This is an optimization exercise on Yosys and OpenROAD, whose aim is small area, not a production implementation. At most, simulation tests tie the RTL to the original design; equivalence was not proved. No driver is modelled on the clock port, so clock power and skew are understated where the tree is cut down; a real chip needs a root buffer or a tree. No activity file was given, so power comes from the tool's default toggle rates.

## v53
// protein_kontrol
module protein_kontrol(
input clk,
input rst,
input [5:0] kodon1,
input [5:0] kodon2,
output [63:0] puan,
output reg [9:0] uzunluk,
output reg bitti_mi
    );
==> flow/config.mk <==
export PLATFORM = sky130hd
export DESIGN_NAME = protein_kontrol
export DESIGN_NICKNAME = protein_kontrol
export VERILOG_FILES = /design/flow/design.v
export SDC_FILE = /design/flow/constraint.sdc
export NUM_CORES = 8
export LEC_CHECK = 0
export CAP_MARGIN = 20
export CORE_MARGIN = 2
export CORE_UTILIZATION = 40
export SLEW_MARGIN = 20
==> flow/constraint.sdc <==
create_clock -name core_clock -period 5.0 [get_ports {clk}]
set_input_delay 1.0000 -clock core_clock [delete_from_list [all_inputs] [get_ports {clk}]]
set_output_delay 1.0000 -clock core_clock [all_outputs]
set_load 0.01 [all_outputs]
standard.sh (not shown) runs the stock make flow with config.mk's settings and CLKGATE_MAP_FILE= SYNTH_SCRIPT=/design/flow/synth_recipe.tcl, a recipe that flattens the netlist after the stock synthesis.
==> flow/flow/run.sh <==
#!/bin/bash
# Own layout flow: the standard synthesis unchanged, then the standard ORFS
# layout with these changes:
#  - the constant-0 outputs share the one tie cell synthesis makes
#    (SKIP_REPAIR_TIE_FANOUT), instead of one tie cell per port;
#  - port buffers use buf_1 instead of clkdlybuf4s50_1;
#  - the clock tree is four clkbuf_2, each driven by the clock port and
#    driving a quarter of the flip-flops (cts_post.tcl).
set -euo pipefail
F=$PWD/flow
bash standard.sh synth > synth.log 2>&1
bash standard.sh SKIP_REPAIR_TIE_FANOUT=1 \
  "BUFFER_PORTS_ARGS=-buffer_cell sky130_fd_sc_hd__buf_1" \
  "CTS_ARGS=-buf_list sky130_fd_sc_hd__clkbuf_8 -root_buf sky130_fd_sc_hd__clkbuf_8 -dont_use_dummy_load" \
  POST_CTS_TCL=$F/cts_post.tcl CLK_LEAVES=${CLK_LEAVES:-4} CLK_LEAF_CELL=${CLK_LEAF_CELL:-sky130_fd_sc_hd__clkbuf_2} \
  finish > layout.log 2>&1
==> flow/flow/cts_post.tcl <==
# Replace the clock tree that CTS built with CLK_LEAVES buffers of cell
# CLK_LEAF_CELL, each driven by the clock port and driving an equal share of
# the flip-flops (split by position), placed at the centre of its share.
set block [ord::get_db_block]
set clk_net [$block findNet clk]
set nleaf $::env(CLK_LEAVES)
set cell $::env(CLK_LEAF_CELL)
set master [[ord::get_db] findMaster $cell]
# walk the tree: collect sinks (non-buffer loads) and the CTS buffers
set sinks {}
set bufs {}
set todo [list $clk_net]
while {[llength $todo]} {
  set net [lindex $todo 0]
  set todo [lrange $todo 1 end]
  foreach it [$net getITerms] {
    if {![$it isInputSignal]} { continue }
    set inst [$it getInst]
    if {[string match "sky130_fd_sc_hd__clkbuf_*" [[$inst getMaster] getName]]} {
      lappend bufs $inst
      lappend todo [[$inst findITerm X] getNet]
    } else {
      lappend sinks $it
    }
  }
}
foreach inst $bufs {
  set onet [[$inst findITerm X] getNet]
  foreach it [$inst getITerms] { if {[$it getNet] ne "NULL"} { $it disconnect } }
  odb::dbInst_destroy $inst
  if {$onet != $clk_net} { odb::dbNet_destroy $onet }
}
foreach it $sinks { $it disconnect }
# split sinks by position along the longer side
set keyed {}
foreach it $sinks {
  set bb [[$it getInst] getBBox]
  set x [expr {([$bb xMin] + [$bb xMax]) / 2}]
  set y [expr {([$bb yMin] + [$bb yMax]) / 2}]
  lappend keyed [list $x $y $it]
}
set xs [lsort -integer [lmap k $keyed {lindex $k 0}]]
set ys [lsort -integer [lmap k $keyed {lindex $k 1}]]
set axis [expr {([lindex $xs end] - [lindex $xs 0]) >= ([lindex $ys end] - [lindex $ys 0]) ? 0 : 1}]
set keyed [lsort -integer -index $axis $keyed]
set n [llength $keyed]
for {set g 0} {$g < $nleaf} {incr g} {
  set lo [expr {$g * $n / $nleaf}]
  set hi [expr {($g + 1) * $n / $nleaf - 1}]
  set inst [odb::dbInst_create $block $master "clkbuf_leaf_$g"]
  set net [odb::dbNet_create $block "clknet_leaf_$g"]
  $net setSigType CLOCK
  [$inst findITerm A] connect $clk_net
  [$inst findITerm X] connect $net
  set sx 0; set sy 0
  foreach k [lrange $keyed $lo $hi] {
    [lindex $k 2] connect $net
    set sx [expr {$sx + [lindex $k 0]}]
    set sy [expr {$sy + [lindex $k 1]}]
  }
  set m [expr {$hi - $lo + 1}]
  $inst setLocation [expr {$sx / $m}] [expr {$sy / $m}]
  $inst setPlacementStatus PLACED
  puts "clock leaf $g: $cell driving $m flip-flops"
}
detailed_placement
check_placement -verbose
estimate_parasitics -placement
report_check_types -max_slew -max_capacitance -violators
diff inputs: v53 => v23
--- a/flow/flow/run.sh
+++ b/flow/flow/run.sh
@@ -6,4 +6,3 @@
 #  - port buffers use buf_1 instead of clkdlybuf4s50_1;
-#  - the clock tree is four clkbuf_2, each driven by the clock port and
-#    driving a quarter of the flip-flops (cts_post.tcl).
+#  - the clock tree is one buffer driving all flip-flops (cts_post.tcl).
 set -euo pipefail
Findings:
Diff v53 -> v23: aggregate routed wire length barely changed; final worst-path cycle share barely changed. Re number of design-rule violations left by the first detailed-router iteration: no difference whatsoever between v23 and v53. Non-clock inverter instance count of the final layout: v53 vs v23, no meaningful difference. Worst path setup slack after routing across v53 and v23: no real change. Diff v53 -> v23: remaining global-route overflow about even; total design power roughly the same; final cell count without fillers shows no meaningful change; multi-input combinational cell area essentially unchanged. Reported for v53 and v23, number of I/O port buffers turned out identical to the last digit. Reported for v53 and v23, number of multi-input logic gates turned out identical to the last digit.
#### Input delta (v19 over v23)
--- a/flow/flow/run.sh
+++ b/flow/flow/run.sh
@@ -13,3 +13,3 @@
   "CTS_ARGS=-buf_list sky130_fd_sc_hd__clkbuf_8 -root_buf sky130_fd_sc_hd__clkbuf_8 -dont_use_dummy_load" \
-  POST_CTS_TCL=$F/cts_post.tcl CLK_LEAVES=${CLK_LEAVES:-4} CLK_LEAF_CELL=${CLK_LEAF_CELL:-sky130_fd_sc_hd__clkbuf_2} \
+  POST_CTS_TCL=$F/cts_post.tcl CLK_LEAVES=${CLK_LEAVES:-1} CLK_LEAF_CELL=${CLK_LEAF_CELL:-sky130_fd_sc_hd__clkbuf_16} \
   finish > layout.log 2>&1
==> comparison <==
- Per the final summary, v19 finished and its layout is clean on timing, DRC and antenna.
- From v23 to v19, worst-case setup slack after placement did not move at all.
- Fraction of the cycle the final worst path needs: v23 vs v19, no meaningful difference
- Cmp v23 and v19 / time the worst path needs with I/O delays and setup / lower: v23
- Insertion delay to the later sink of the worst-skew pair: v23 and v19 compared, higher one is v19
- | worst-case clock skew | v19 vs v23 | 4.9 ps lower |
- Of v23 and v19, the higher power share of the clock group belongs to v19.
- Compared to v23, the router laid down less metal wire for v19.
Inputs modified between v19 and v47:
--- a/flow/flow/run.sh
+++ b/flow/flow/run.sh
@@ -13,3 +13,3 @@
   "CTS_ARGS=-buf_list sky130_fd_sc_hd__clkbuf_8 -root_buf sky130_fd_sc_hd__clkbuf_8 -dont_use_dummy_load" \
-  POST_CTS_TCL=$F/cts_post.tcl CLK_LEAVES=${CLK_LEAVES:-1} CLK_LEAF_CELL=${CLK_LEAF_CELL:-sky130_fd_sc_hd__clkbuf_16} \
+  POST_CTS_TCL=$F/cts_post.tcl CLK_LEAVES=${CLK_LEAVES:-2} CLK_LEAF_CELL=${CLK_LEAF_CELL:-sky130_fd_sc_hd__clkbuf_8} \
   finish > layout.log 2>&1
v47 reached the final stage; the timing, design-rule and antenna checks on its layout passed. Going from v19 to v47, met2 global-route usage decreased 0.51 points; total routing usage reported by global routing moved up; proportion of power drawn by flip-flops and latches flat; total met2 wirelength after detailed routing moved down.
In every run of this note, the design's own scripts or RTL, not TritonCTS, make the clock network.


## run A
Another version of the RTL of protein_kontrol (not shown whole).
For scale: roughly 89 I/O pins, roughly 1600 sq um of cells after synthesis.
==> flow/config.mk <==
export PLATFORM = sky130hd
export DESIGN_NAME = protein_kontrol
export DESIGN_NICKNAME = protein_kontrol
export VERILOG_FILES = /design/flow/design.v
export SDC_FILE = /design/flow/constraint.sdc
export NUM_CORES = 8
export LEC_CHECK = 0
export CAP_MARGIN = 20
export CORE_MARGIN = 2
export CORE_UTILIZATION = 40
export SLEW_MARGIN = 20
==> flow/constraint.sdc <==
create_clock -name core_clock -period 5.0 [get_ports {clk}]
set_input_delay 1.0000 -clock core_clock [delete_from_list [all_inputs] [get_ports {clk}]]
set_output_delay 1.0000 -clock core_clock [all_outputs]
set_load 0.01 [all_outputs]
==> flow/flow/run.sh <==
#!/bin/bash
# Own layout flow: the standard synthesis unchanged, then the standard ORFS
# layout with two changes:
#  - the constant-0 outputs share the one tie cell synthesis makes (no per-port
#    tie cells, SKIP_REPAIR_TIE_FANOUT);
#  - port buffers use the smallest buffer, buf_1, instead of clkdlybuf4s50_1.
set -euo pipefail
bash standard.sh synth > synth.log 2>&1
bash standard.sh SKIP_REPAIR_TIE_FANOUT=1 \
  "BUFFER_PORTS_ARGS=-buffer_cell sky130_fd_sc_hd__buf_1" finish > layout.log 2>&1
The following lists how run B was set up differently from run A:
==> flow/flow/run.sh <==
#!/bin/bash
set -euo pipefail
bash standard.sh synth > synth.log 2>&1
bash standard.sh SKIP_REPAIR_TIE_FANOUT=1 \
  "BUFFER_PORTS_ARGS=-buffer_cell sky130_fd_sc_hd__buf_1" \
  "CTS_ARGS=-sink_clustering_enable -sink_clustering_size 30 -sink_clustering_max_diameter 500 -buf_list sky130_fd_sc_hd__clkbuf_8 -root_buf sky130_fd_sc_hd__clkbuf_8 -dont_use_dummy_load" \
  finish > layout.log 2>&1
Findings:
- Total routing resource utilization after global routing | run B below run A
- Between run A and run B, the design area is lower for run B.
- met1 wire length was lower in the run labelled run A.
## Diff of input files: run C against run B
==> flow/flow/run.sh <==
#!/bin/bash
set -euo pipefail
bash standard.sh synth > synth.log 2>&1
bash standard.sh SKIP_REPAIR_TIE_FANOUT=1 \
  "BUFFER_PORTS_ARGS=-buffer_cell sky130_fd_sc_hd__buf_1" \
  "CTS_ARGS=-buf_list sky130_fd_sc_hd__clkbuf_8 -root_buf sky130_fd_sc_hd__clkbuf_8 -dont_use_dummy_load" \
  finish > layout.log 2>&1
==> run notes <==
Reported for run C and run B, critical path buffer and inverter count turned out identical to the last digit.
Reported for run C and run B, setup slack turned out identical to the last digit.
The number of buffers inserted by port buffering was comparable across run C and run B.
As far as cell area after synthesis goes, run C and run B are indistinguishable; the numbers are identical.
Pre-CTS setup slack: run C vs run B identical
Function was not checked in any run of this note: the RTL went through the layout flow alone.

==> afterwards: timing with drivers on the ports <==
In the flow no input, the clock included, has a driving cell. The finished layouts below were timed again as built, in two steps. Step 1: set_driving_cell puts a clkbuf_16 on clk and a buf_2 on each other input, an assumption about the parent block. Step 2 adds t to the input delays and takes it off the output delays; t is the mean of the earliest and latest rising clock arrival at the registers after step 1. Input paths then give back, and output paths get back, about the clock's delay inside the block. Slacks: ideal / step 1 / step 2; pairs: ideal / step 1.
| run | shift t [ns] | setup slack, ns | cell pins on the clock port's net |
|---|---|---|---|
| v53 | 0.176 | 2.203 / 2.203 / 2.203 | 4 |
| v23 | 0.176 | 2.203 / 2.203 / 2.203 | 4 |
| v19 | 0.185 | 2.199 / 2.199 / 2.199 | 1 |
| v47 | 0.171 | 2.208 / 2.208 / 2.208 | 2 |
| run A | 0.294 | 2.856 / 2.856 / 2.856 | 1 |
| run B | 0.290 | 2.855 / 2.855 / 2.855 | 1 |
| run C | 0.290 | 2.855 / 2.855 / 2.855 | 1 |
After both steps setup and hold are still met in every run listed.
